Context: an optimization exercise on an open-source flow, tuned for small area and a short achievable clock period. The choices shown serve that exercise and are no tape-out recipe.
At most, simulation tests tie the RTL to the original design; equivalence was not proved.
For runs 1 and 2, only the layout was checked, not whether the RTL still works.
No activity file was given, so power comes from the tool's default toggle rates.

**design/flow/design.v**
```verilog
module c_inv (input logic a, output logic y);
    assign y = ~a;
endmodule
module c_and2 (input logic a, input logic b, output logic y);
    assign y = a & b;
endmodule
module c_nand2 (input logic a, input logic b, output logic y);
    assign y = ~(a & b);
endmodule
module c_nor2 (input logic a, input logic b, output logic y);
    assign y = ~(a | b);
endmodule
module c_nand3 (input logic a, input logic b, input logic c, output logic y);
    assign y = ~(a & b & c);
endmodule
module c_nand4 (input logic a, input logic b, input logic c, input logic d, output logic y);
    assign y = ~(a & b & c & d);
endmodule
module c_mux2 (input logic a0, input logic a1, input logic s, output logic y);
    assign y = s ? a1 : a0;
endmodule
module c_xor2 (input logic a, input logic b, output logic y);
    assign y = a ^ b;
endmodule
module c_xnor2 (input logic a, input logic b, output logic y);
    assign y = ~(a ^ b);
endmodule
module c_aoi22 (input logic a1, input logic a2, input logic b1, input logic b2, output logic y);
    assign y = ~((a1 & a2) | (b1 & b2));
endmodule
module c_aoi222 (
        input logic a1, input logic a2, input logic b1, input logic b2,
        input logic c1, input logic c2, output logic y
    );
    assign y = ~((a1 & a2) | (b1 & b2) | (c1 & c2));
endmodule
module c_oai222 (
        input logic a1, input logic a2, input logic b1, input logic b2,
        input logic c1, input logic c2, output logic y
    );
    assign y = ~((a1 | a2) & (b1 | b2) & (c1 | c2));
endmodule
module c_nand4b (input logic an, input logic b, input logic c, input logic d, output logic y);
    assign y = ~(~an & b & c & d);
endmodule
module c_merge_t (input logic g, input logic p, input logic gj, output logic gn);
    assign gn = ~(g | (p & gj));
endmodule
module c_merge_f (input logic gn, input logic pn, input logic gjn, output logic g);
    assign g = ~(gn & (pn | gjn));
endmodule
module d_and3nnp (input logic a, input logic b, input logic c, output logic y);
    assign y = ~a & ~b & c;
endmodule
module d_and2np (input logic a, input logic b, output logic y);
    assign y = ~a & b;
endmodule
module d_or2np (input logic a, input logic b, output logic y);
    assign y = ~a | b;
endmodule
module d_nor2 (input logic a, input logic b, output logic y);
    assign y = ~(a | b);
endmodule
module d_nor3 (input logic a, input logic b, input logic c, output logic y);
    assign y = ~(a | b | c);
endmodule
module d_and4nnnp (input logic a, input logic b, input logic c, input logic d, output logic y);
    assign y = ~a & ~b & ~c & d;
endmodule
module d_and4nnpp (input logic a, input logic b, input logic c, input logic d, output logic y);
    assign y = ~a & ~b & c & d;
endmodule
module d_and4nppp (input logic a, input logic b, input logic c, input logic d, output logic y);
    assign y = ~a & b & c & d;
endmodule
module alu_prep (
        input  logic [11:0] b_in,
        input  logic        carry_in,
        input  logic [2:0]  func_code,
        output logic [11:0] bx,
        output logic        cxn
    );
    wire sub;
    d_and3nnp ds (.a(func_code[2]), .b(func_code[1]), .c(func_code[0]), .y(sub));
    genvar i;
    generate
        for (i = 0; i < 12; i++) begin : bits
            c_xor2 x (.a(b_in[i]), .b(sub), .y(bx[i]));
        end
    endgenerate
    c_xnor2 xc (.a(carry_in), .b(sub), .y(cxn));
endmodule
module alu_s2 (
        input  logic [2:0] func_code,
        input  logic [3:0] n,
        output logic [2:0] s2
    );
    wire       rot = (func_code[2:1] == 2'b01);
    wire       dir = func_code[0];
    wire [1:0] q = n[3:2];
    wire       nz = |n[1:0];
    logic [1:0] q1;
    always_comb begin
        case ({dir, nz, q})
            4'b0001, 4'b0101: q1 = 2'd1;
            4'b0010, 4'b0110: q1 = 2'd2;
            4'b1001: q1 = 2'd2;
            4'b1010: q1 = 2'd1;
            4'b1100: q1 = 2'd2;
            4'b1101: q1 = 2'd1;
            default: q1 = 2'd0;
        endcase
    end
    wire rot_zero = (q == 2'd3) & nz;
    assign s2 = (rot && !rot_zero) ? (3'b001 << q1) : 3'b000;
endmodule
module alu_dec (
        input  logic [2:0] func_code,
        input  logic [3:0] n,
        output logic       sub,
        output logic       arith,
        output logic       add,
        output logic       tpn,
        output logic       tgn,
        output logic       tnn,
        output logic [3:0] s1,
        output logic [2:0] s2
    );
    wire [2:0] f = func_code;
    d_and3nnp  dsu (.a(f[2]), .b(f[1]), .c(f[0]), .y(sub));
    d_nor2     dar (.a(f[2]), .b(f[1]), .y(arith));
    d_nor3     dad (.a(f[2]), .b(f[1]), .c(f[0]), .y(add));
    d_or2np    dtp (.a(f[2]), .b(f[0]), .y(tpn));
    wire e10;
    c_xor2     dx10 (.a(f[1]), .b(f[0]), .y(e10));
    c_nand2    dtg (.a(f[2]), .b(e10), .y(tgn));
    c_nand3    dtn (.a(f[2]), .b(f[1]), .c(f[0]), .y(tnn));
    wire e;
    c_xor2     dex (.a(n[1]), .b(f[0]), .y(e));
    d_and4nnnp ds0 (.a(f[2]), .b(n[1]), .c(n[0]), .d(f[1]), .y(s1[0]));
    d_and4nnpp ds1 (.a(f[2]), .b(e), .c(f[1]), .d(n[0]), .y(s1[1]));
    d_and4nnpp ds2 (.a(f[2]), .b(n[0]), .c(f[1]), .d(n[1]), .y(s1[2]));
    d_and4nppp ds3 (.a(f[2]), .b(f[1]), .c(n[0]), .d(e), .y(s1[3]));
    alu_s2     ds2s (.func_code(f), .n(n), .s2(s2));
endmodule
module alu_carry (
        input  logic [11:0] gn,
        input  logic [11:0] pn,
        input  logic        cn,
        output logic [12:0] cy
    );
    wire gg1;
    c_merge_f u_gg1 (.gn(gn[0]), .pn(pn[0]), .gjn(cn), .g(gg1));
    wire gg2;
    c_merge_f u_gg2 (.gn(gn[2]), .pn(pn[2]), .gjn(gn[1]), .g(gg2));
    wire pp3;
    c_nor2 u_pp3 (.a(pn[2]), .b(pn[1]), .y(pp3));
    wire gg4;
    c_merge_f u_gg4 (.gn(gn[4]), .pn(pn[4]), .gjn(gn[3]), .g(gg4));
    wire pp5;
    c_nor2 u_pp5 (.a(pn[4]), .b(pn[3]), .y(pp5));
    wire gg6;
    c_merge_f u_gg6 (.gn(gn[6]), .pn(pn[6]), .gjn(gn[5]), .g(gg6));
    wire pp7;
    c_nor2 u_pp7 (.a(pn[6]), .b(pn[5]), .y(pp7));
    wire gg8;
    c_merge_f u_gg8 (.gn(gn[8]), .pn(pn[8]), .gjn(gn[7]), .g(gg8));
    wire pp9;
    c_nor2 u_pp9 (.a(pn[8]), .b(pn[7]), .y(pp9));
    wire gg10;
    c_merge_f u_gg10 (.gn(gn[10]), .pn(pn[10]), .gjn(gn[9]), .g(gg10));
    wire pp11;
    c_nor2 u_pp11 (.a(pn[10]), .b(pn[9]), .y(pp11));
    wire ni12;
    c_inv u_ni12 (.a(gg1), .y(ni12));
    wire gg13;
    c_merge_f u_gg13 (.gn(gn[1]), .pn(pn[1]), .gjn(ni12), .g(gg13));
    wire gg14;
    c_merge_t u_gg14 (.g(gg2), .p(pp3), .gj(gg1), .gn(gg14));
    wire ni15;
    c_inv u_ni15 (.a(gg4), .y(ni15));
    wire ni16;
    c_inv u_ni16 (.a(pp5), .y(ni16));
    wire gg17;
    c_merge_f u_gg17 (.gn(gn[5]), .pn(pn[5]), .gjn(ni15), .g(gg17));
    wire pp18;
    c_nor2 u_pp18 (.a(pn[5]), .b(ni16), .y(pp18));
    wire gg19;
    c_merge_t u_gg19 (.g(gg6), .p(pp7), .gj(gg4), .gn(gg19));
    wire pp20;
    c_nand2 u_pp20 (.a(pp7), .b(pp5), .y(pp20));
    wire ni21;
    c_inv u_ni21 (.a(gg8), .y(ni21));
    wire ni22;
    c_inv u_ni22 (.a(pp9), .y(ni22));
    wire gg23;
    c_merge_f u_gg23 (.gn(gn[9]), .pn(pn[9]), .gjn(ni21), .g(gg23));
    wire pp24;
    c_nor2 u_pp24 (.a(pn[9]), .b(ni22), .y(pp24));
    wire gg25;
    c_merge_t u_gg25 (.g(gg10), .p(pp11), .gj(gg8), .gn(gg25));
    wire pp26;
    c_nand2 u_pp26 (.a(pp11), .b(pp9), .y(pp26));
    wire gg27;
    c_merge_f u_gg27 (.gn(gn[3]), .pn(pn[3]), .gjn(gg14), .g(gg27));
    wire ni28;
    c_inv u_ni28 (.a(gg14), .y(ni28));
    wire gg29;
    c_merge_t u_gg29 (.g(gg4), .p(pp5), .gj(ni28), .gn(gg29));
    wire gg30;
    c_merge_t u_gg30 (.g(gg17), .p(pp18), .gj(ni28), .gn(gg30));
    wire gg31;
    c_merge_f u_gg31 (.gn(gg19), .pn(pp20), .gjn(gg14), .g(gg31));
    wire gg32;
    c_merge_f u_gg32 (.gn(gn[11]), .pn(pn[11]), .gjn(gg25), .g(gg32));
    wire pp33;
    c_nor2 u_pp33 (.a(pn[11]), .b(pp26), .y(pp33));
    wire ni34;
    c_inv u_ni34 (.a(gg31), .y(ni34));
    wire gg35;
    c_merge_f u_gg35 (.gn(gn[7]), .pn(pn[7]), .gjn(ni34), .g(gg35));
    wire gg36;
    c_merge_t u_gg36 (.g(gg8), .p(pp9), .gj(gg31), .gn(gg36));
    wire gg37;
    c_merge_t u_gg37 (.g(gg23), .p(pp24), .gj(gg31), .gn(gg37));
    wire gg38;
    c_merge_f u_gg38 (.gn(gg25), .pn(pp26), .gjn(ni34), .g(gg38));
    wire gg39;
    c_merge_t u_gg39 (.g(gg32), .p(pp33), .gj(gg31), .gn(gg39));
    assign cy[0] = cn;
    assign cy[1] = gg1;
    assign cy[2] = gg13;
    assign cy[3] = gg14;
    assign cy[4] = gg27;
    assign cy[5] = gg29;
    assign cy[6] = gg30;
    assign cy[7] = gg31;
    assign cy[8] = gg35;
    assign cy[9] = gg36;
    assign cy[10] = gg37;
    assign cy[11] = gg38;
    assign cy[12] = gg39;
endmodule
module alu_equ (input logic [11:0] pn, input logic sub, output logic equ);
    assign equ = sub ? ~(|pn) : (&pn);
endmodule
module alu (
        input logic [11:0] a_in,
        input logic [11:0] bx,
        input logic cxn,
        input logic [2:0] func_code,
        output logic [11:0] a_out,
        output logic carry_out,
        output logic equ_out,
        output logic overflow_out
    );
    localparam logic [12:0] CY_INV = 13'b1011001101001;
    wire sub, arith, add, tpn, tgn, tnn;
    wire [3:0] s1;
    wire [2:0] s2;
    alu_dec dec (
        .func_code(func_code), .n(bx[3:0]), .sub(sub), .arith(arith), .add(add),
        .tpn(tpn), .tgn(tgn), .tnn(tnn), .s1(s1), .s2(s2)
    );
    wire [11:0] pn, gn, s, t, u, v, r1, rn, rm, lg;
    wire [12:0] cy;
    genvar i;
    generate
        for (i = 0; i < 12; i++) begin : pg
            c_xnor2 hp (.a(a_in[i]), .b(bx[i]), .y(pn[i]));
            c_nand2 hg (.a(a_in[i]), .b(bx[i]), .y(gn[i]));
        end
    endgenerate
    alu_carry carries (.gn(gn), .pn(pn), .cn(cxn), .cy(cy));
    c_xor2 sm0 (.a(pn[0]), .b(cy[0]), .y(s[0]));
    c_xnor2 sm1 (.a(pn[1]), .b(cy[1]), .y(s[1]));
    c_xnor2 sm2 (.a(pn[2]), .b(cy[2]), .y(s[2]));
    c_xor2 sm3 (.a(pn[3]), .b(cy[3]), .y(s[3]));
    c_xnor2 sm4 (.a(pn[4]), .b(cy[4]), .y(s[4]));
    c_xor2 sm5 (.a(pn[5]), .b(cy[5]), .y(s[5]));
    c_xor2 sm6 (.a(pn[6]), .b(cy[6]), .y(s[6]));
    c_xnor2 sm7 (.a(pn[7]), .b(cy[7]), .y(s[7]));
    c_xnor2 sm8 (.a(pn[8]), .b(cy[8]), .y(s[8]));
    c_xor2 sm9 (.a(pn[9]), .b(cy[9]), .y(s[9]));
    c_xor2 sm10 (.a(pn[10]), .b(cy[10]), .y(s[10]));
    c_xnor2 sm11 (.a(pn[11]), .b(cy[11]), .y(s[11]));
    generate
        for (i = 0; i < 12; i++) begin : outs
            c_aoi22 ru (.a1(s1[0]), .a2(a_in[i]), .b1(s1[1]), .b2(a_in[(i + 11) % 12]), .y(u[i]));
            c_aoi22 rv (.a1(s1[2]), .a2(a_in[(i + 10) % 12]), .b1(s1[3]), .b2(a_in[(i + 9) % 12]), .y(v[i]));
            c_nand2 r1o (.a(u[i]), .b(v[i]), .y(r1[i]));
            c_aoi22 r2a (.a1(s2[0]), .a2(r1[i]), .b1(s2[1]), .b2(r1[(i + 8) % 12]), .y(rn[i]));
            c_nand2 r2b (.a(s2[2]), .b(r1[(i + 4) % 12]), .y(rm[i]));
            c_oai222 lo (.a1(tpn), .a2(pn[i]), .b1(tgn), .b2(gn[i]), .c1(tnn), .c2(a_in[i]), .y(lg[i]));
            c_nand2 sg (.a(arith), .b(s[i]), .y(t[i]));
            c_nand4b o (.an(lg[i]), .b(t[i]), .c(rn[i]), .d(rm[i]), .y(a_out[i]));
        end
    endgenerate
    alu_equ eq (.pn(pn), .sub(sub), .equ(equ_out));
    wire ov0, ov1;
    d_and2np  ova (.a(gn[11]), .b(arith), .y(ov0));
    d_and3nnp ovb (.a(a_in[11]), .b(bx[11]), .c(arith), .y(ov1));
    c_mux2    ovm (.a0(ov0), .a1(ov1), .s(cy[11]), .y(overflow_out));
    c_mux2    com (.a0(add), .a1(sub), .s(cy[12]), .y(carry_out));
endmodule
module alu_top (
        input  logic        clk,
        input  logic [11:0] a_in,
        input  logic [11:0] b_in,
        input  logic        carry_in,
        input  logic [2:0]  func_code,
        output logic [11:0] a_out,
        output logic        carry_out,
        output logic        equ_out,
        output logic        overflow_out
    );
    logic [11:0] a_q, b_q;
    logic        carry_q;
    logic [2:0]  func_q;
    wire  [11:0] bx;
    wire         cxn;
    wire  [11:0] res;
    wire         res_carry, res_equ, res_overflow;
    alu_prep core_prep (
        .b_in(b_in), .carry_in(carry_in), .func_code(func_code), .bx(bx), .cxn(cxn)
    );
    always_ff @(posedge clk) begin
        a_q     <= a_in;
        b_q     <= bx;
        carry_q <= cxn;
        func_q  <= func_code;
    end
    alu core_alu (
        .a_in(a_q), .bx(b_q), .cxn(carry_q), .func_code(func_q),
        .a_out(res), .carry_out(res_carry), .equ_out(res_equ), .overflow_out(res_overflow)
    );
    always_ff @(posedge clk) begin
        a_out        <= res;
        carry_out    <= res_carry;
        equ_out      <= res_equ;
        overflow_out <= res_overflow;
    end
endmodule
```
**design/flow/flow/run.sh**
```bash
#!/bin/bash
# Own layout flow: the standard ORFS flow (standard.sh) with the standard
# synthesis unchanged, and these changes to the layout steps:
#  - before floorplanning, flow/downsize.tcl removes synthesis's buffers and
#    sets each logic cell to its smallest size, for the repair steps to
#    upsize where timing needs it;
#  - the port buffers are plain buffers (BUF_CELL) instead of the delay
#    cells that buffer_ports picks by default;
#  - setup repair only resizes and swaps pins (MOVES), without inserting
#    buffers or cloning gates.
# Each step's output goes to a log file in the work folder; ORFS's own logs
# stay under orfs/logs.
set -euo pipefail
HERE=$(cd "$(dirname "$0")" && pwd)
BUF_CELL=${BUF_CELL:-sky130_fd_sc_hd__buf_1}
MOVES=${MOVES:-unbuffer,sizeup,swap}
bash standard.sh synth > synth.log 2>&1
bash standard.sh "PRE_FLOORPLAN_TCL=$HERE/downsize.tcl" \
  "BUFFER_PORTS_ARGS=-buffer_cell $BUF_CELL" \
  "SETUP_MOVE_SEQUENCE=$MOVES" SKIP_GATE_CLONING=1 finish > layout.log 2>&1
```
**design/flow/flow/downsize.tcl**
```tcl
# Before floorplanning: remove the buffers that synthesis inserted and set
# every combinational cell to the smallest library cell of the same function.
# The repair steps of the flow then buffer and upsize what the clock period
# needs. Registers keep their cells.
remove_buffers
set n_changed 0
foreach inst [[ord::get_db_block] getInsts] {
  set m [[$inst getMaster] getName]
  if {![regexp {^(sky130_fd_sc_hd__[a-z0-9]+)_([0-9]+)$} $m -> base drv]} { continue }
  if {[regexp {df|dl|sdf|edf|clk|conb|tap|fill|decap} $base]} { continue }
  set best ""
  set best_area 1e9
  foreach lc [get_lib_cells ${base}_*] {
    set name [get_name $lc]
    if {![regexp "^${base}_\[0-9\]+\$" $name]} { continue }
    if {[get_property $lc dont_use]} { continue }
    set a [get_property $lc area]
    if {$a < $best_area} { set best $name; set best_area $a }
  }
  if {$best ne "" && $best ne $m} {
    replace_cell [get_cells [$inst getName]] [get_lib_cells $best]
    incr n_changed
  }
}
puts "downsize: $n_changed cells changed"
```
**design/flow/standard.sh**
```bash
#!/bin/bash
# synth_recipe.tcl (not shown) runs the flow's synth.tcl, then flattens the netlist and writes it again
# the make line also repeats each setting of config.mk as NAME=value (left out here)
make -C /OpenROAD-flow-scripts/flow DESIGN_CONFIG=/design/flow/config.mk WORK_HOME=/design/flow/orfs CLKGATE_MAP_FILE= SYNTH_SCRIPT=/design/flow/synth_recipe.tcl "${@:-finish}"
```
**design/flow/config.mk**
```make
export PLATFORM = sky130hd
export DESIGN_NAME = alu_top
export DESIGN_NICKNAME = alu_top
export VERILOG_FILES = /design/flow/design.v
export SDC_FILE = /design/flow/constraint.sdc
export NUM_CORES = 4
export LEC_CHECK = 0
export CAP_MARGIN = 20
export CORE_MARGIN = 2
export CORE_UTILIZATION = 40
export SETUP_SLACK_MARGIN = 2.1
export SLEW_MARGIN = 20
export SYNTH_HIERARCHICAL = 1
```
**design/flow/constraint.sdc**
```tcl
create_clock -name core_clock -period 4.0 [get_ports {clk}]
set_input_delay 0.8000 -clock core_clock [delete_from_list [all_inputs] [get_ports {clk}]]
set_output_delay 0.8000 -clock core_clock [all_outputs]
set_load 0.01 [all_outputs]
```
==> metrics.yaml, run 1 <==
syn_nets: 313
grt_pass1_wl_um: 10200
hp-class: "input pin to flop"
startpoint_type: "flop"
avgSynthCellArea_um2: 8.41
start_util_pct: 40.8
leakage_uw: 0.00110
die-area_um2: 6610
rsz0062_at_grt: "false"
clock_path_buffers: 2
required_ns: 4.17
htree_levels: 2
period_minus_slack_ns: 1.88
drt_pass1_iterations: 5
finClkSkew_ns: 0.00692
dieHeight_um: 81.3
fin_setup_tns_ns: 0
crit_slowest_cell: "dfxtp_2"
worstMarginPinSlew_ns: 0.920
clkLatencyLatePin_ns: 0.29
slew_viol_final: 0
setup_slack_ns: 2.12
grt_overflow: 0
cap_violations: 0
status: "timing/DRC/antenna clean"
relSlewSlack_pct: 38.4
numCtsBuffers: 5
dp_slack_ns: 1.80
cts.clk_slew.worst_paths_ns: 0.08
wl_um: 6600
grt_pass1_vias: 2023
worstPathMaxFanout: 7
cp.arrival_ns: 2.06
period_share_pct: 47.0
nFillCells: 545
io_buffers: 43
hold_buffers: 0
core_um2: 5850
io_pins: 44
setup_violations: 0
endpoint_kind: "flop"
antenna_cells: 0
total_power_uw: 1110
post-cts-setup-buffer-count: 0
via_count: 2389
antenna_found_initial: 0
grt_max_degree: 15
dp.cells: 404
drc_errors: 0
viasPerCell: 5.80
max_freq_mhz: 531
cts_tree: "yes"
dieWidth_um: 81.3
clockRootBuffer: "clkbuf_8"
place_congestion: 0.925
final_util_pct: 52.1
max_stage_delay_ns: 0.46
postRouteAntennaNets: 0
final_nets: 365
grt_usage_pct: 20.4
cts_sinks: 43
path_cells: "nand2_1, o21ai_1, a21oi_4, o21ai_4, inv_2, o21ai_2, mux2_1"
critPathKind: "flop to flop"
cellPowerDensity_nw_per_um2: 365
rows: 28
dp_hpwl_um: 4750
final_layout_size_suffix_gt1_share_pct: 15.1
wl_per_cell_um: 16.0
fin_cells: 412
synthCells: 284
synth_area_um2: 2390
ir_drop_uv: 177
ys_warn_count: 8
drtIter0Drc: 215
final_hold_viol_count: 0
syn_to_final_growth_pct: 27.6
[metal layers]
metal / share of wire [%] / global-route usage [%]
met1: 45 / 29.2
met2: 45 / 31.7
met3: 8.5 / 2.78
met4: 1.5 / 5.93
met5: 0 / 0
[worst max-delay path, delay by kind of cell, from the launching register on]
kind	cells	cell delay [ns]
compound gates	4	0.76
buf+inv	1	0.07
flops	1	0.46
mux	1	0.35
simple gates	1	0.13
[report_power, final]
part           switching [µW]  internal (µW)  leakage (µW)
Combinational             178            137      0.000697
Clock                     148            122     0.0000412
Sequential               53.8            474      0.000364
Total                     380            734       0.00110
[timing repair]
item,in CTS,in global routing
resized for setup,31,31
pin swaps,2,3
endpoints found under the setup margin,14,13
[path summary, 6_finish.rpt]
path         depth (start not counted)  startpoint  slack (ns)      endpoint
max                                  7      a_q[1]        2.12  overflow_out
min                                  1     a_in[5]        0.59        a_q[5]
min reg2reg                          3      a_q[0]        0.73       equ_out
max reg2reg                          7      a_q[1]        2.12  overflow_out
[through the flow]
step                hold WS, ns  instance area, µm²
floorplan                 0.572                2410
global placement          0.660                2680
detailed placement        0.666                2680
CTS                       0.585                2890
global route              0.588                3050
finish                    0.593                3050
[sequential cells by signal, indices dropped and copies added, names as in the netlist]
signal and cells:
overflow_out 1, b_q 12, carry_q 1, carry_out 1, a_out 12, equ_out 1, a_q 12, func_q 3
[cell usage in the layout, fill, tap and decap left out, drive strengths merged, types with 3 or more instances in the layout]
cell / instances
nand4b: 12
o22a: 12
a22oi: 36
clkbuf: 6
nor2: 12
a21oi: 9
xnor2: 19
nor2b: 4
xor2: 20
o21ai: 28
nand4: 5
buf: 45
nand2: 53
nor3b: 3
inv: 8
mux2: 3
dfxtp: 43
[layout make-up]
cell class	instances	area (µm²)	share of cell area, %
inverter	8	30.0	0.984
multi-input combinational	233	1770	57.9
tap	75	93.8	3.08
sequential	43	898	29.5
clock buffer	6	72.6	2.38
timing repair buffer	45	176	5.78
clock inverter	2	12.5	0.410
==> run 2, diff against run 1 <==
--- a/design/flow/design.v
+++ b/design/flow/design.v
@@ -17,4 +17,7 @@
     assign y = ~(a & b & c & d);
 endmodule
+module c_mux2i (input logic a0, input logic a1, input logic s, output logic y);
+    assign y = ~(s ? a1 : a0);
+endmodule
 module c_mux2 (input logic a0, input logic a1, input logic s, output logic y);
     assign y = s ? a1 : a0;
@@ -146,34 +149,34 @@
 module alu_carry (
         input  logic [11:0] gn,
-        input  logic [11:0] pn,
+        input  logic [11:0] tn,
         input  logic        cn,
         output logic [12:0] cy
     );
     wire gg1;
-    c_merge_f u_gg1 (.gn(gn[0]), .pn(pn[0]), .gjn(cn), .g(gg1));
+    c_merge_f u_gg1 (.gn(gn[0]), .pn(tn[0]), .gjn(cn), .g(gg1));
     wire gg2;
-    c_merge_f u_gg2 (.gn(gn[2]), .pn(pn[2]), .gjn(gn[1]), .g(gg2));
+    c_merge_f u_gg2 (.gn(gn[2]), .pn(tn[2]), .gjn(gn[1]), .g(gg2));
     wire pp3;
-    c_nor2 u_pp3 (.a(pn[2]), .b(pn[1]), .y(pp3));
+    c_nor2 u_pp3 (.a(tn[2]), .b(tn[1]), .y(pp3));
     wire gg4;
-    c_merge_f u_gg4 (.gn(gn[4]), .pn(pn[4]), .gjn(gn[3]), .g(gg4));
+    c_merge_f u_gg4 (.gn(gn[4]), .pn(tn[4]), .gjn(gn[3]), .g(gg4));
     wire pp5;
-    c_nor2 u_pp5 (.a(pn[4]), .b(pn[3]), .y(pp5));
+    c_nor2 u_pp5 (.a(tn[4]), .b(tn[3]), .y(pp5));
     wire gg6;
-    c_merge_f u_gg6 (.gn(gn[6]), .pn(pn[6]), .gjn(gn[5]), .g(gg6));
+    c_merge_f u_gg6 (.gn(gn[6]), .pn(tn[6]), .gjn(gn[5]), .g(gg6));
     wire pp7;
-    c_nor2 u_pp7 (.a(pn[6]), .b(pn[5]), .y(pp7));
+    c_nor2 u_pp7 (.a(tn[6]), .b(tn[5]), .y(pp7));
     wire gg8;
-    c_merge_f u_gg8 (.gn(gn[8]), .pn(pn[8]), .gjn(gn[7]), .g(gg8));
+    c_merge_f u_gg8 (.gn(gn[8]), .pn(tn[8]), .gjn(gn[7]), .g(gg8));
     wire pp9;
-    c_nor2 u_pp9 (.a(pn[8]), .b(pn[7]), .y(pp9));
+    c_nor2 u_pp9 (.a(tn[8]), .b(tn[7]), .y(pp9));
     wire gg10;
-    c_merge_f u_gg10 (.gn(gn[10]), .pn(pn[10]), .gjn(gn[9]), .g(gg10));
+    c_merge_f u_gg10 (.gn(gn[10]), .pn(tn[10]), .gjn(gn[9]), .g(gg10));
     wire pp11;
-    c_nor2 u_pp11 (.a(pn[10]), .b(pn[9]), .y(pp11));
+    c_nor2 u_pp11 (.a(tn[10]), .b(tn[9]), .y(pp11));
     wire ni12;
     c_inv u_ni12 (.a(gg1), .y(ni12));
     wire gg13;
-    c_merge_f u_gg13 (.gn(gn[1]), .pn(pn[1]), .gjn(ni12), .g(gg13));
+    c_merge_f u_gg13 (.gn(gn[1]), .pn(tn[1]), .gjn(ni12), .g(gg13));
     wire gg14;
     c_merge_t u_gg14 (.g(gg2), .p(pp3), .gj(gg1), .gn(gg14));
@@ -183,7 +186,7 @@
     c_inv u_ni16 (.a(pp5), .y(ni16));
     wire gg17;
-    c_merge_f u_gg17 (.gn(gn[5]), .pn(pn[5]), .gjn(ni15), .g(gg17));
+    c_merge_f u_gg17 (.gn(gn[5]), .pn(tn[5]), .gjn(ni15), .g(gg17));
     wire pp18;
-    c_nor2 u_pp18 (.a(pn[5]), .b(ni16), .y(pp18));
+    c_nor2 u_pp18 (.a(tn[5]), .b(ni16), .y(pp18));
     wire gg19;
     c_merge_t u_gg19 (.g(gg6), .p(pp7), .gj(gg4), .gn(gg19));
@@ -195,7 +198,7 @@
     c_inv u_ni22 (.a(pp9), .y(ni22));
     wire gg23;
-    c_merge_f u_gg23 (.gn(gn[9]), .pn(pn[9]), .gjn(ni21), .g(gg23));
+    c_merge_f u_gg23 (.gn(gn[9]), .pn(tn[9]), .gjn(ni21), .g(gg23));
     wire pp24;
-    c_nor2 u_pp24 (.a(pn[9]), .b(ni22), .y(pp24));
+    c_nor2 u_pp24 (.a(tn[9]), .b(ni22), .y(pp24));
     wire gg25;
     c_merge_t u_gg25 (.g(gg10), .p(pp11), .gj(gg8), .gn(gg25));
@@ -203,5 +206,5 @@
     c_nand2 u_pp26 (.a(pp11), .b(pp9), .y(pp26));
     wire gg27;
-    c_merge_f u_gg27 (.gn(gn[3]), .pn(pn[3]), .gjn(gg14), .g(gg27));
+    c_merge_f u_gg27 (.gn(gn[3]), .pn(tn[3]), .gjn(gg14), .g(gg27));
     wire ni28;
     c_inv u_ni28 (.a(gg14), .y(ni28));
@@ -213,11 +216,11 @@
     c_merge_f u_gg31 (.gn(gg19), .pn(pp20), .gjn(gg14), .g(gg31));
     wire gg32;
-    c_merge_f u_gg32 (.gn(gn[11]), .pn(pn[11]), .gjn(gg25), .g(gg32));
+    c_merge_f u_gg32 (.gn(gn[11]), .pn(tn[11]), .gjn(gg25), .g(gg32));
     wire pp33;
-    c_nor2 u_pp33 (.a(pn[11]), .b(pp26), .y(pp33));
+    c_nor2 u_pp33 (.a(tn[11]), .b(pp26), .y(pp33));
     wire ni34;
     c_inv u_ni34 (.a(gg31), .y(ni34));
     wire gg35;
-    c_merge_f u_gg35 (.gn(gn[7]), .pn(pn[7]), .gjn(ni34), .g(gg35));
+    c_merge_f u_gg35 (.gn(gn[7]), .pn(tn[7]), .gjn(ni34), .g(gg35));
     wire gg36;
     c_merge_t u_gg36 (.g(gg8), .p(pp9), .gj(gg31), .gn(gg36));
@@ -263,5 +266,5 @@
         .tpn(tpn), .tgn(tgn), .tnn(tnn), .s1(s1), .s2(s2)
     );
-    wire [11:0] pn, gn, s, t, u, v, r1, rn, rm, lg;
+    wire [11:0] pn, gn, tn, s, t, u, v, r1, rn, rm, lg;
     wire [12:0] cy;
     genvar i;
@@ -270,7 +273,8 @@
             c_xnor2 hp (.a(a_in[i]), .b(bx[i]), .y(pn[i]));
             c_nand2 hg (.a(a_in[i]), .b(bx[i]), .y(gn[i]));
+            c_nor2  ht (.a(a_in[i]), .b(bx[i]), .y(tn[i]));
         end
     endgenerate
-    alu_carry carries (.gn(gn), .pn(pn), .cn(cxn), .cy(cy));
+    alu_carry carries (.gn(gn), .tn(tn), .cn(cxn), .cy(cy));
     c_xor2 sm0 (.a(pn[0]), .b(cy[0]), .y(s[0]));
     c_xnor2 sm1 (.a(pn[1]), .b(cy[1]), .y(s[1]));
@@ -298,9 +302,11 @@
     endgenerate
     alu_equ eq (.pn(pn), .sub(sub), .equ(equ_out));
-    wire ov0, ov1;
-    d_and2np  ova (.a(gn[11]), .b(arith), .y(ov0));
-    d_and3nnp ovb (.a(a_in[11]), .b(bx[11]), .c(arith), .y(ov1));
-    c_mux2    ovm (.a0(ov0), .a1(ov1), .s(cy[11]), .y(overflow_out));
-    c_mux2    com (.a0(add), .a1(sub), .s(cy[12]), .y(carry_out));
+    wire ov0n, ov1n, addn, subn;
+    c_nand2   ova (.a(arith), .b(tn[11]), .y(ov1n));
+    d_or2np   ovb (.a(arith), .b(gn[11]), .y(ov0n));
+    c_inv     cia (.a(add), .y(addn));
+    c_inv     cis (.a(sub), .y(subn));
+    c_mux2i   ovm (.a0(ov0n), .a1(ov1n), .s(cy[11]), .y(overflow_out));
+    c_mux2i   com (.a0(addn), .a1(subn), .s(cy[12]), .y(carry_out));
 endmodule
 module alu_top (
==> design/flow/flow/run.sh (replaced) <==
#!/bin/bash
# Own layout flow: the standard ORFS flow (standard.sh) with the standard
# synthesis unchanged, and two changes to the layout steps:
#  - before floorplanning, flow/downsize.tcl removes synthesis's buffers and
#    sets each logic cell to its smallest size, for the repair steps to
#    upsize where timing needs it;
#  - the port buffers are plain buffers (BUF_CELL) instead of the delay
#    cells that buffer_ports picks by default.
# Each step's output goes to a log file in the work folder; ORFS's own logs
# stay under orfs/logs.
set -euo pipefail
HERE=$(cd "$(dirname "$0")" && pwd)
BUF_CELL=${BUF_CELL:-sky130_fd_sc_hd__buf_1}
bash standard.sh synth > synth.log 2>&1
bash standard.sh "PRE_FLOORPLAN_TCL=$HERE/downsize.tcl" \
  "BUFFER_PORTS_ARGS=-buffer_cell $BUF_CELL" finish > layout.log 2>&1
--- a/design/flow/config.mk
+++ b/design/flow/config.mk
@@ -9,5 +9,5 @@
 export CORE_MARGIN = 2
 export CORE_UTILIZATION = 40
-export SETUP_SLACK_MARGIN = 2.1
+export SETUP_SLACK_MARGIN = 2.0
 export SLEW_MARGIN = 20
 export SYNTH_HIERARCHICAL = 1
==> run 2 against run 1 <==
  * Via count increased by 4.2%
  * Critical path depth decreased by 2
  * Wire length increased by 1.8%
  * Largest power group unchanged
  * Clock power increased by 29%
  * Still clean
  * Sequential power decreased by 2%
  * Largest cell class unchanged
  * Register-to-register slack about the same
  * Design area decreased by 4.1%
  * Area after synthesis increased by 1.9%
  * Fmax decreased by 0.58%
  * Cell count increased by 4.6%
  * Die area increased by 1.8%
==> metrics.yaml, run 2 <==
status: "timing/DRC/antenna clean"  # unchanged
avgSynthCellArea_um2: 8.17  # was 8.41 µm²
p_sw_uw: 356  # was 380 µW
place_area_um2: 2730  # was 2680 µm²
htree_levels: 2  # unchanged
synthCells: 298  # was 284
antenna_cells: 0  # unchanged
met1_usage_pct: 29.8  # was 29.2%
slew_viol_final: 0  # unchanged
io_buffers: 43  # unchanged
leakage_uw: 0.00111  # was 0.00110 µW
grt_usage_pct: 21.5  # was 20.4%
seq_area_um2: 880  # was 898 µm²
cts_tree: "yes"  # unchanged
p_int_uw: 795  # was 734 µW
hp-class: "input pin to flop"  # unchanged
final_layout_size_suffix_gt1_share_pct: 9.83  # was 15.1%
place_congestion: 0.863  # was 0.925
cellPowerDensity_nw_per_um2: 394  # was 365 nW/µm²
critPathKind: "flop to flop"  # unchanged
total_power_uw: 1150  # was 1110 µW
relSlewSlack_pct: 36.3  # was 38.4%
reg_top3: "a_out (12), a_q (12), b_q (12)"  # unchanged
ir_drop_uv: 170  # was 177 µV
cts_sinks: 43  # unchanged
period_share_pct: 47.3  # was 47.0%
drtIter0Drc: 495  # was 215
finClkSkew_ns: 0.00376  # was 0.00692 ns
io_pins: 44  # unchanged
final_cell_mix: "nand2_1 (54), buf_1 (43), a22oi_1 (36)"  # was nand2_1 (53), buf_1 (43), a22oi_1 (35)
wl_um: 6720  # was 6600 µm
dieHeight_um: 82.0  # was 81.3 µm
drt_pass1_iterations: 6  # was 5
fin_setup_tns_ns: 0  # unchanged
critPathBufInv: 0  # was 1
grt_max_degree: 15  # unchanged
core_um2: 5920  # was 5850 µm²
critical-path-top-delay-family: "simple AND/OR/NAND/NOR gates"  # was compound AO/OA/AOI/OAI gates
dieWidth_um: 82.0  # was 81.3 µm
clockRootBuffer: "clkbuf_8"  # unchanged
synth_area_um2: 2440  # was 2390 µm²
cp.arrival_ns: 2.06  # about the same
grt_pass1_wl_um: 10900  # was 10,200 µm
use_met3_pct: 5.27  # was 2.78%
multi_input_area_um2: 1580  # was 1770 µm²
use_met2_pct: 31.0  # was 31.7%
worstMarginPinSlew_ns: 0.953  # was 0.920 ns
rows: 28  # unchanged
startpoint_type: "flop"  # unchanged
ys_warn_count: 8  # unchanged
required_ns: 4.17  # about the same
period_minus_slack_ns: 1.89  # was 1.88 ns
max_freq_mhz: 528  # was 531 MHz
layout_commonest_cell: "nand2_1"  # unchanged
grt_overflow: 0  # unchanged
setup_violations: 0  # unchanged
worstPathMaxFanout: 12  # was 7
wl_per_cell_um: 15.6  # was 16.0 µm
via_count: 2490  # was 2,389
pwr-share-comb_pct: 24.8  # was 28.3%
endpoint_kind: "flop"  # unchanged
die-area_um2: 6730  # was 6610 µm²
clockPowerShare_pct: 30.2  # was 24.2%
numCtsBuffers: 5  # unchanged
max_stage_delay_ns: 0.59  # was 0.46 ns
rsz0062_at_grt: "false"  # unchanged
syn_to_final_growth_pct: 20.0  # was 27.6%
clock_path_buffers: 2  # unchanged
clkLatencyLatePin_ns: 0.30  # was 0.29 ns
antenna_found_initial: 0  # unchanged
start_util_pct: 41.1  # was 40.8%
path_common_cell: "a22oi_1"
hold_buffers: 0  # unchanged
cap_violations: 0  # unchanged
path_cells: "and4bb_1, a22oi_1, nand2_1, a22oi_1, nand4b_1"  # was nand2_1, o21ai_1, a21oi_4, o21ai_4, inv_2, o21ai_2, mux2_1
final_area_um2: 2920  # was 3050 µm²
syn_nets: 327  # was 313
final_nets: 384  # was 365
final_hold_viol_count: 0  # unchanged
crit_slowest_cell: "dfxtp_1"  # was dfxtp_2
viasPerCell: 5.78  # was 5.80
p_seq_share_pct: 45.1  # was 47.4%
switching_share_pct: 30.9  # was 34.1%
cts.clk_slew.worst_paths_ns: 0.08  # about the same
nFillCells: 601  # was 545
postRouteAntennaNets: 0  # unchanged
dp_hpwl_um: 4940  # was 4750 µm
busiest_layer: "met2"  # unchanged
grt_pass1_vias: 2125  # was 2,023
drc_errors: 0  # unchanged
[run 2: cell count changes in the layout (fill, tap and decap cells not counted), sizes merged]
cell	previous run	this run
buf	45	50
nor2	12	24
inv	8	10
mux2	3	1
nor3b	3	2
clkinvlp	1	0
nand2b	2	3
bufinv	0	1
nor2b	4	3
nand2	53	54
mux2i	1	3
[run 2: final timing paths]
check        startpoint  cells past startpoint  slack (ns)            to
min            a_in[11]                      1        0.59       a_q[11]
min reg2reg     b_q[11]                      3        0.63  overflow_out
max           func_q[2]                      5        2.11      a_out[3]
max reg2reg   func_q[2]                      5        2.11      a_out[3]
[run 2: power groups by stage]
stage | logic (µW) | clock network [µW] | registers, µW
finish | 285 | 347 | 519
global route | 315 | 375 | 526
CTS | 270 | 356 | 518
detailed placement | 268 | 0 | 526
global placement | 268 | 0 | 524
floorplan | 179 | 0 | 530
[run 2: final cells by class]
type                            count  area share [%]
Multi-Input combinational cell    245            54.1
Sequential cell                    43            30.1
Timing Repair Buffer               50            7.32
Tap cell                           75            3.21
Clock buffer                        6            2.82
Inverter                           10            1.28
Clock inverter                      2            1.20
[run 2: what timing repair did]
item / CTS / global route
setup endpoints to repair: 13 / 13
gates resized for setup: 8 / 16
buffers inserted: 0 / 4
pin swaps: 1 / 1
[run 2: per-layer routing]
metal,routed length [µm],part of all wire [%]
met1,3050,45
met2,2890,43
met3,568,8.5
met4,204,3.0
met5,0,0
[run 2: per-stage QoR]
| stage | setup WS [ns] | hold slack (ns) | util, % | std cells |
|---|---|---|---|---|
| floorplan | 2.05 | 0.560 | - | 298 |
| global placement | 1.86 | 0.596 | 46.1 | 419 |
| detailed placement | 1.72 | 0.614 | 46.1 | 419 |
| CTS | 1.98 | 0.580 | 48.4 | 427 |
| global route | 1.99 | 0.573 | 49.4 | 431 |
| finish | 2.11 | 0.588 | 49.4 | 431 |
[run 2: worst register-to-register path: cells and delay by family, from the launching register on]
kind               cells  cell delay (ns)
and+or+nand+nor        3             0.70
AOI/OAI and AO/OA      2             0.47
DFF                    1             0.59
==> run 3, diff against run 2 <==
--- a/design/flow/design.v
+++ b/design/flow/design.v
@@ -92,5 +92,9 @@
         end
     endgenerate
-    c_xnor2 xc (.a(carry_in), .b(sub), .y(cxn));
+    wire arith, cn, e;
+    d_nor2 da (.a(func_code[2]), .b(func_code[1]), .y(arith));
+    c_xnor2 xc (.a(carry_in), .b(sub), .y(cn));
+    c_xor2 xe (.a(b_in[1]), .b(func_code[0]), .y(e));
+    c_mux2 xm (.a0(e), .a1(cn), .s(arith), .y(cxn));
 endmodule
 module alu_s2 (
@@ -121,4 +125,5 @@
         input  logic [2:0] func_code,
         input  logic [3:0] n,
+        input  logic       e,
         output logic       sub,
         output logic       arith,
@@ -139,6 +144,4 @@
     c_nand2    dtg (.a(f[2]), .b(e10), .y(tgn));
     c_nand3    dtn (.a(f[2]), .b(f[1]), .c(f[0]), .y(tnn));
-    wire e;
-    c_xor2     dex (.a(n[1]), .b(f[0]), .y(e));
     d_and4nnnp ds0 (.a(f[2]), .b(n[1]), .c(n[0]), .d(f[1]), .y(s1[0]));
     d_and4nnpp ds1 (.a(f[2]), .b(e), .c(f[1]), .d(n[0]), .y(s1[1]));
@@ -263,5 +266,5 @@
     wire [2:0] s2;
     alu_dec dec (
-        .func_code(func_code), .n(bx[3:0]), .sub(sub), .arith(arith), .add(add),
+        .func_code(func_code), .n(bx[3:0]), .e(cxn), .sub(sub), .arith(arith), .add(add),
         .tpn(tpn), .tgn(tgn), .tnn(tnn), .s1(s1), .s2(s2)
     );
==> run 3 against run 2 <==
  * Non-clock buffer count stayed put
  * Sequential cell count is the same
  * Worst setup slack improved by 0.020 ns
  * Synthesized cell count rose by 0.67%
  * Cell count is 0.46% higher
  * First-iteration DRC count decreased by 39%
  * Area after synthesis up 0.62%
  * Count of clock-buffer cells in the layout unchanged
  * Wire length grew 0.66%
  * Fmax is 1.1% higher
==> metrics.yaml, run 3 <==
max_stage_delay_ns: 0.44  # was 0.59 ns
crit_start: "b_q[3]"  # was func_q[2]
io_buffers: 43  # unchanged
drtIter0Drc: 301  # was 495
nFillCells: 615  # was 601
max_freq_mhz: 534  # was 528 MHz
cellPowerDensity_nw_per_um2: 396  # was 394 nW/µm²
core_um2: 5920  # unchanged
wl_per_cell_um: 15.6  # about the same
slew_viol_final: 0  # unchanged
final_util_pct: 49.5  # was 49.4%
avgSynthCellArea_um2: 8.17  # about the same
dieHeight_um: 82.3  # was 82.0 µm
final_cell_mix: "nand2_1 (54), buf_1 (43), a22oi_1 (36)"  # unchanged
drc_errors: 0  # unchanged
grt_pass1_vias: 2138  # was 2,125
critPathBufInv: 1  # was 0
place_congestion: 0.895  # was 0.863
fin_setup_tns_ns: 0  # unchanged
period_minus_slack_ns: 1.87  # was 1.89 ns
final_nets: 386  # was 384
worstPathMaxFanout: 9  # was 12
postRouteAntennaNets: 0  # unchanged
clkLatencyLatePin_ns: 0.30  # about the same
hold_buffers: 0  # unchanged
ys_warn_count: 8  # unchanged
path_cells: "nor2_1, nor2_1, nand2_1, o21ai_2, buf_4, a21oi_1, xor2_1, nand2_1, nand4b_1"  # was and4bb_1, a22oi_1, nand2_1, a22oi_1, nand4b_1
numCtsBuffers: 5  # unchanged
cap_violations: 0  # unchanged
seq_area_um2: 875  # was 880 µm²
reg2reg_from: "b_q[3]"  # was func_q[2]
cts.clk_slew.worst_paths_ns: 0.08  # about the same
layout_commonest_cell: "nand2_1"  # unchanged
io_pins: 44  # unchanged
ir_drop_uv: 172  # was 170 µV
dieWidth_um: 82.3  # was 82.0 µm
critPathKind: "flop to flop"  # unchanged
hp-class: "input pin to flop"  # unchanged
cts_tree: "yes"  # unchanged
cp.arrival_ns: 2.04  # was 2.06 ns
hp-start: "a_in[5]"  # was a_in[11]
setup_violations: 0  # unchanged
via_count: 2466  # was 2,490
final_layout_size_suffix_gt1_share_pct: 8.94  # was 9.83%
endpoint_kind: "flop"  # unchanged
grt_pass1_wl_um: 10400  # was 10,900 µm
syn_nets: 329  # was 327
viasPerCell: 5.70  # was 5.78
status: "timing/DRC/antenna clean"  # unchanged
required_ns: 4.17  # about the same
final_hold_viol_count: 0  # unchanged
synth_area_um2: 2450  # was 2440 µm²
synthCells: 300  # was 298
clockRootBuffer: "clkbuf_8"  # unchanged
multi_input_area_um2: 1590  # was 1580 µm²
period_share_pct: 46.8  # was 47.3%
rsz0062_at_grt: "true"  # was false
antenna_found_initial: 0  # unchanged
die-area_um2: 6770  # was 6730 µm²
drt_pass1_iterations: 4  # was 6
start_util_pct: 41.4  # was 41.1%
clock_path_buffers: 2  # unchanged
startpoint_type: "flop"  # unchanged
final_area_um2: 2930  # was 2920 µm²
grt_usage_pct: 20.4  # was 21.5%
crit_slowest_cell: "dfxtp_2"  # was dfxtp_1
dp_hpwl_um: 4910  # was 4940 µm
grt_max_degree: 15  # unchanged
place_area_um2: 2740  # was 2730 µm²
cts_sinks: 43  # unchanged
syn_to_final_growth_pct: 19.6  # was 20.0%
leakage_uw: 0.00112  # was 0.00111 µW
htree_levels: 2  # unchanged
wl_um: 6760  # was 6720 µm
worstMarginPinSlew_ns: 1.08  # was 0.953 ns
antenna_cells: 0  # unchanged
critical-path-top-delay-family: "simple AND/OR/NAND/NOR gates"  # unchanged
grt_overflow: 0  # unchanged
relSlewSlack_pct: 28.0  # was 36.3%
finClkSkew_ns: 0.00592  # was 0.00376 ns
rows: 28  # unchanged
reg_top3: "a_out (12), a_q (12), b_q (12)"  # unchanged
-- run 3: cell types whose count changed in the layout (fill, tap and decap cells not counted), sizes merged --
cell and change:
mux2 +1, nor2 +1
-- run 3: stage by stage --
stage	setup WS [ns]	total power (µW)	cells	hold slack (ns)
3_3_place_gp	1.75	797	420	0.590
2_1_floorplan	2.05	711	300	0.560
3_5_place_dp	1.68	796	420	0.606
6_report	2.13	1160	433	0.582
5_1_grt	1.96	1220	433	0.582
4_1_cts	2.00	1150	429	0.579
-- run 3: worst paths after layout --
path / end / slack, ns / depth (start not counted)
worst min register to register: overflow_out / 0.62 / 3
worst min-delay path: a_q[5] / 0.58 / 1
worst max register to register: a_out[10] / 2.13 / 9
worst max-delay path: a_out[10] / 2.13 / 9
-- run 3: layer usage --
metal | GRT usage, % | up-vias | share of wire, % | wire, µm
li1 | - | 1212 | - | -
met1 | 27.9 | 1146 | 46 | 3120
met4 | 7.17 | 0 | 1.4 | 94
met5 | 0 | - | 0 | 0
met3 | 4.35 | 12 | 6.5 | 441
met2 | 31.5 | 96 | 46 | 3110
-- run 3: timing repair --
item / CTS / global route
setup buffers: 1 / 4
pin swaps: 1 / 1
resized for setup: 7 / 12
setup endpoints to repair: 13 / 7
-- run 3: cell type report --
| type | count | area share, % |
|---|---|---|
| Multi-Input combinational cell | 247 | 54.4 |
| Clock inverter | 2 | 1.20 |
| Tap cell | 75 | 3.20 |
| Sequential cell | 43 | 29.8 |
| Inverter | 10 | 1.28 |
| Timing Repair Buffer | 50 | 7.30 |
| Clock buffer | 6 | 2.82 |
-- run 3: report_power, final --
group          leakage, µW  total, µW  switching [µW]  internal (µW)
Combinational     0.000693        289             168            121
Sequential        0.000361        518            42.9            475
Clock            0.0000612        353             151            202
==> run 4, diff against run 3 <==
--- a/design/flow/config.mk
+++ b/design/flow/config.mk
@@ -9,5 +9,5 @@
 export CORE_MARGIN = 2
 export CORE_UTILIZATION = 40
-export SETUP_SLACK_MARGIN = 2.0
+export SETUP_SLACK_MARGIN = 2.2
 export SLEW_MARGIN = 20
 export SYNTH_HIERARCHICAL = 1
==> run 4 against run 3 <==
  * Sequential share of layout area decreased by 0.40 points
  * Core utilization grew 2.0 points
  * Cell count grew 0.46%
  * Non-clock buffer count rose by 2
  * Area after synthesis stayed put
  * First-iteration DRC count rose by 12%
  * Design area up 4.1%
  * Sequential power about the same
  * Wire length grew 2.3%
  * Worst setup slack gained 0.13 ns
  * Hold slack improved by 0.0024 ns
  * Critical path depth down 4
==> metrics.yaml, run 4 <==
grt_pass1_wl_um: 10800  # was 10,400 µm
final_nets: 388  # was 386
period_minus_slack_ns: 1.75  # was 1.87 ns
period_share_pct: 43.7  # was 46.8%
drc_errors: 0  # unchanged
reg2reg_depth: 5  # was 9
max_stage_delay_ns: 0.44  # about the same
setup_slack_ns: 2.25  # was 2.13 ns
cts_tree: "yes"  # unchanged
final_cell_mix: "nand2_1 (53), buf_1 (43), a22oi_1 (36)"  # was nand2_1 (54), buf_1 (43), a22oi_1 (36)
cp.arrival_ns: 1.93  # was 2.04 ns
place_congestion: 0.859  # was 0.895
htree_levels: 2  # unchanged
clkLatencyLatePin_ns: 0.30  # about the same
core_um2: 5920  # unchanged
cap_violations: 0  # unchanged
drtIter0Drc: 338  # was 301
hold-path-cell-count: 1  # unchanged
dieHeight_um: 82.3  # unchanged
dieWidth_um: 82.3  # unchanged
worstPathMaxFanout: 12  # was 9
wl_um: 6920  # was 6760 µm
grt_overflow: 0  # unchanged
reg2reg_from: "func_q[1]"  # was b_q[3]
crit_slowest_cell: "dfxtp_1"  # was dfxtp_2
relSlewSlack_pct: 34.7  # was 28.0%
synthCells: 300  # unchanged
critPathKind: "flop to flop"  # unchanged
drt_pass1_iterations: 6  # was 4
finClkSkew_ns: 0.00558  # was 0.00592 ns
syn_to_final_growth_pct: 24.5  # was 19.6%
grt_max_degree: 15  # unchanged
setup_violations: 0  # unchanged
leakage_uw: 0.00114  # was 0.00112 µW
min_to: "a_q[2]"  # was a_q[5]
total_power_uw: 1180  # was 1160 µW
hold_buffers: 0  # unchanged
startpoint_type: "flop"  # unchanged
cellPowerDensity_nw_per_um2: 385  # was 396 nW/µm²
hp-class: "input pin to flop"  # unchanged
ir_drop_uv: 162  # was 172 µV
cp.depth: 5  # was 9
io_buffers: 43  # unchanged
start_util_pct: 41.4  # unchanged
critical-path-top-delay-family: "simple AND/OR/NAND/NOR gates"  # unchanged
reg_top3: "a_out (12), a_q (12), b_q (12)"  # unchanged
max_freq_mhz: 573  # was 534 MHz
final_util_pct: 51.5  # was 49.5%
dp_slack_ns: 1.77  # was 1.68 ns
path_cells: "and4bb_2, a22oi_1, nand2_1, a22oi_1, nand4b_1"  # was nor2_1, nor2_1, nand2_1, o21ai_2, buf_4, a21oi_1, xor2_1, nand2_1, nand4b_1
rrSetupSlack_ns: 2.25  # was 2.13 ns
syn_nets: 329  # unchanged
dp.cells: 419  # was 420
numCtsBuffers: 5  # unchanged
worstMarginPinSlew_ns: 0.976  # was 1.08 ns
dp_hpwl_um: 4910  # about the same
path_common_cell: "a22oi_1"
io_pins: 44  # unchanged
die-area_um2: 6770  # unchanged
clock_path_buffers: 2  # unchanged
rows: 28  # unchanged
endpoint_kind: "flop"  # unchanged
crit_start: "func_q[1]"  # was b_q[3]
postRouteAntennaNets: 0  # unchanged
cts.clk_slew.worst_paths_ns: 0.08  # about the same
ys_warn_count: 8  # unchanged
antenna_found_initial: 0  # unchanged
critPathBufInv: 0  # was 1
clockRootBuffer: "clkbuf_8"  # unchanged
avgSynthCellArea_um2: 8.17  # unchanged
via_count: 2498  # was 2,466
final_hold_viol_count: 0  # unchanged
r2r_end: "a_out[2]"  # was a_out[10]
wl_per_cell_um: 15.9  # was 15.6 µm
viasPerCell: 5.74  # was 5.70
required_ns: 4.19  # was 4.17 ns
antenna_cells: 0  # unchanged
fin_setup_tns_ns: 0  # unchanged
final_layout_size_suffix_gt1_share_pct: 14.2  # was 8.94%
hp-start: "a_in[2]"  # was a_in[5]
grt_usage_pct: 21.1  # was 20.4%
grt_pass1_vias: 2179  # was 2,138
slew_viol_final: 0  # unchanged
cts_sinks: 43  # unchanged
synth_area_um2: 2450  # unchanged
rsz0062_at_grt: "true"  # unchanged
nFillCells: 588  # was 615
fin_cells: 435  # was 433
layout_commonest_cell: "nand2_1"  # unchanged
status: "timing/DRC/antenna clean"  # unchanged
[run 4: worst max-delay path by stage]
stage,to,slack [ns]
global placement,carry_q,1.83
floorplan,carry_q,2.12
detailed placement,carry_q,1.77
CTS,a_out[11],2.20
global route,a_out[10],2.15
finish,a_out[2],2.25
[run 4: per-layer routing]
| metal | vias to the layer above | wire, µm | GRT usage (%) |
|---|---|---|---|
| met5 | - | 0 | 0 |
| met4 | 0 | 190 | 7.83 |
| met3 | 20 | 635 | 5.00 |
| met2 | 145 | 3130 | 31.5 |
| met1 | 1116 | 2960 | 29.4 |
| li1 | 1217 | - | - |
[run 4: final cells by class]
cell class | count | area, µm² | area share (%)
inverters | 10 | 37.5 | 1.23
clock inverters | 2 | 35.0 | 1.15
repair buffers | 52 | 254 | 8.32
multi-input cells | 247 | 1650 | 54.1
flip-flops and latches | 43 | 898 | 29.4
clock buffers | 6 | 82.6 | 2.71
well taps | 75 | 93.8 | 3.08
[run 4: power breakdown]
group / internal, µW / switching, µW
Clock: 202 / 151
Sequential: 474 / 46.9
Combinational: 129 / 173
[run 4: repair_timing]
item,in CTS,in global routing
gates resized for setup,16,29
cloned,0,0
pin swaps,2,2
setup buffers,6,2
endpoints found under the setup margin,14,15
[run 4: stage by stage]
stage	hold WS (ns)	instance area (µm²)
detailed placement	0.595	2740
finish	0.585	3050
global route	0.579	3050
global placement	0.594	2740
CTS	0.583	2970
floorplan	0.560	2480
==> run 5, diff against run 4 <==
==> design/flow/flow/run.sh (replaced) <==
#!/bin/bash
# Own layout flow: the standard ORFS flow (standard.sh) with the standard
# synthesis unchanged, and these changes to the layout steps:
#  - before floorplanning, flow/downsize.tcl removes synthesis's buffers and
#    sets each logic cell to its smallest size, for the repair steps to
#    upsize where timing needs it;
#  - the port buffers are plain buffers (BUF_CELL) instead of the delay
#    cells that buffer_ports picks by default;
#  - clock tree synthesis adds no dummy loads (CTS_ARGS).
# Each step's output goes to a log file in the work folder; ORFS's own logs
# stay under orfs/logs.
set -euo pipefail
HERE=$(cd "$(dirname "$0")" && pwd)
BUF_CELL=${BUF_CELL:-sky130_fd_sc_hd__buf_1}
CTS="-sink_clustering_enable -repair_clock_nets -dont_use_dummy_load"
bash standard.sh synth > synth.log 2>&1
bash standard.sh "PRE_FLOORPLAN_TCL=$HERE/downsize.tcl" \
  "BUFFER_PORTS_ARGS=-buffer_cell $BUF_CELL" "CTS_ARGS=$CTS" finish > layout.log 2>&1
--- a/design/flow/config.mk
+++ b/design/flow/config.mk
@@ -9,5 +9,5 @@
 export CORE_MARGIN = 2
 export CORE_UTILIZATION = 40
-export SETUP_SLACK_MARGIN = 2.2
+export SETUP_SLACK_MARGIN = 2.35
 export SLEW_MARGIN = 20
 export SYNTH_HIERARCHICAL = 1
==> run 5 against run 4 <==
  * Clock skew up 0.0033 ns
  * Largest power group unchanged
  * Via count is 0.96% higher
  * Still clean
  * Largest cell class unchanged
  * Synthesized cell count did not move
==> metrics.yaml, run 5 <==
cts_tree: "yes"  # unchanged
htree_levels: 2  # unchanged
final_hold_viol_count: 0  # unchanged
endpoint_kind: "flop"  # unchanged
viasPerCell: 5.68  # was 5.74
place_area_um2: 2760  # was 2740 µm²
critPathKind: "flop to flop"  # unchanged
dieWidth_um: 82.3  # unchanged
nFillCells: 571  # was 588
grt_pass1_vias: 2021  # was 2,179
grt_usage_pct: 20.0  # was 21.1%
clockRootBuffer: "clkbuf_8"  # unchanged
final_cell_mix: "nand2_1 (53), buf_1 (43), a22oi_1 (33)"  # was nand2_1 (53), buf_1 (43), a22oi_1 (36)
clkLatencyLatePin_ns: 0.29  # was 0.30 ns
slew_viol_final: 0  # unchanged
dp.cells: 418  # was 419
rows: 28  # unchanged
antenna_found_initial: 0  # unchanged
numCtsBuffers: 5  # unchanged
antenna_cells: 0  # unchanged
relSlewSlack_pct: 58.7  # was 34.7%
start_util_pct: 41.4  # unchanged
grt_overflow: 0  # unchanged
synth_area_um2: 2450  # unchanged
grt_max_degree: 15  # unchanged
drtIter0Drc: 261  # was 338
startpoint_type: "flop"  # unchanged
status: "timing/DRC/antenna clean"  # unchanged
reg_top3: "a_out (12), a_q (12), b_q (12)"  # unchanged
final_nets: 400  # was 388
dp_hpwl_um: 4850  # was 4910 µm
finClkSkew_ns: 0.00885  # was 0.00558 ns
fin_setup_tns_ns: 0  # unchanged
drt_pass1_iterations: 5  # was 6
ir_drop_uv: 182  # was 162 µV
final_layout_size_suffix_gt1_share_pct: 20.9  # was 14.2%
cap_violations: 0  # unchanged
syn_to_final_growth_pct: 30.4  # was 24.5%
period_minus_slack_ns: 1.62  # was 1.75 ns
postRouteAntennaNets: 0  # unchanged
multi_input_area_um2: 1740  # was 1650 µm²
io_buffers: 43  # unchanged
period_share_pct: 40.5  # was 43.7%
setup_violations: 0  # unchanged
core_um2: 5920  # unchanged
critical-path-top-delay-family: "compound AO/OA/AOI/OAI gates"  # was simple AND/OR/NAND/NOR gates
fin_cells: 444  # was 435
required_ns: 4.17  # was 4.19 ns
wl_per_cell_um: 15.5  # was 15.9 µm
ys_warn_count: 8  # unchanged
crit_slowest_cell: "dfxtp_4"  # was dfxtp_1
cts_sinks: 43  # unchanged
place_congestion: 0.893  # was 0.859
worstPathMaxFanout: 8  # was 12
cp.arrival_ns: 1.79  # was 1.93 ns
worstMarginPinSlew_ns: 0.620  # was 0.976 ns
drc_errors: 0  # unchanged
total_power_uw: 1100  # was 1180 µW
hp-class: "input pin to flop"  # unchanged
synthCells: 300  # unchanged
seq_area_um2: 912  # was 898 µm²
cts.clk_slew.worst_paths_ns: 0.07  # was 0.08 ns
max_freq_mhz: 618  # was 573 MHz
clock_path_buffers: 2  # unchanged
io_pins: 44  # unchanged
dieHeight_um: 82.3  # unchanged
max_stage_delay_ns: 0.39  # was 0.44 ns
avgSynthCellArea_um2: 8.17  # unchanged
finalHoldWorstSlack_ns: 0.592  # was 0.585 ns
rsz0062_at_grt: "true"  # unchanged
wl_um: 6890  # was 6920 µm
hold_buffers: 0  # unchanged
final_area_um2: 3200  # was 3050 µm²
die-area_um2: 6770  # unchanged
cellPowerDensity_nw_per_um2: 343  # was 385 nW/µm²
leakage_uw: 0.00119  # was 0.00114 µW
via_count: 2522  # was 2,498
critPathBufInv: 1  # was 0
layout_commonest_cell: "nand2_1"  # unchanged
grt_pass1_wl_um: 10200  # was 10,800 µm
path_cells: "nand2_1, o21ai_2, a21oi_4, o21ai_4, inv_1, o21ai_2, xnor2_1, nand2_1, nand4b_1"  # was and4bb_2, a22oi_1, nand2_1, a22oi_1, nand4b_1
syn_nets: 329  # unchanged
## run 5: worst paths after layout
| kind | start | to | slack [ns] | cells after the start |
|---|---|---|---|---|
| worst min-delay path | a_in[4] | a_q[4] | 0.59 | 1 |
| worst max-delay path | a_q[1] | a_out[11] | 2.38 | 9 |
| worst max register to register | a_q[1] | a_out[11] | 2.38 | 9 |
| worst min register to register | b_q[11] | overflow_out | 0.62 | 3 |
## run 5: what timing repair did
action / 4_1_cts / 5_1_grt
setup buffers: 10 / 11
setup endpoints to repair: 16 / 15
pin swaps: 7 / 4
resized for setup: 36 / 29
## run 5: where the power goes
group	leakage [µW]	switching [µW]	internal (µW)
registers	0.000366	43.2	473
logic	0.000785	189	147
clock network	0.0000359	131	112
total	0.00119	363	732
## run 5: routing by layer
layer  global-route usage, %  vias up  routed length (µm)  part of all wire (%)
li1                        -     1243                   -                     -
met1                    27.5     1146                3030                    44
met2                    31.0      118                3140                    46
met3                    3.48       15                 551                   8.0
met4                    8.17        0                 164                   2.4
met5                       0        -                   0                     0
## run 5: area by class of cell
| cell class | instances | area share [%] |
|---|---|---|
| inverter | 10 | 1.17 |
| timing repair buffer | 64 | 10.8 |
| clock buffer | 5 | 2.15 |
| multi-input combinational | 247 | 54.4 |
| tap | 75 | 2.94 |
| sequential | 43 | 28.5 |
## run 5: per-stage QoR
stage          util, %  worst slack [ns]
2_1_floorplan        -              2.15
3_3_place_gp      46.6              1.88
3_5_place_dp      46.6              1.84
4_1_cts           51.1              2.32
5_1_grt           54.0              2.28
6_report          54.0              2.38

[re-timing with driven ports]
The flow's constraints put no driver on any port. The routed layouts listed below were extracted and timed again, unchanged, in two steps. Step 1, drivers: a clkbuf_16 drives clk and a buf_2 each remaining input, both assumed. Step 2 moves the port delays by t, midway between the first and last clock arrival at a register: inputs arrive t later, outputs are due t later. That takes back most of the time a late clock gives input paths. a / b / c = no drivers / after step 1 / after step 2; a / b = the first two.
run | t, ns | setup slack, ns | worst setup path at the end | slew at the worst register clock pin (ns)
run 1 | 0.319 | 2.118 / 2.118 / 2.118 | register to register | 0.08 / 0.08
run 2 | 0.325 | 2.107 / 2.107 / 2.107 | register to register | 0.08 / 0.08
run 3 | 0.327 | 2.127 / 2.127 / 2.127 | register to register | 0.08 / 0.08
run 4 | 0.326 | 2.254 / 2.254 / 2.254 | register to register | 0.08 / 0.08
run 5 | 0.316 | 2.382 / 2.382 / 2.361 | input to register | 0.07 / 0.07
After both steps every run listed still meets setup and hold. For run 5, which loses most, drivers alone change the setup slack by 0.000 ns; drivers and shift together by -0.021 ns.
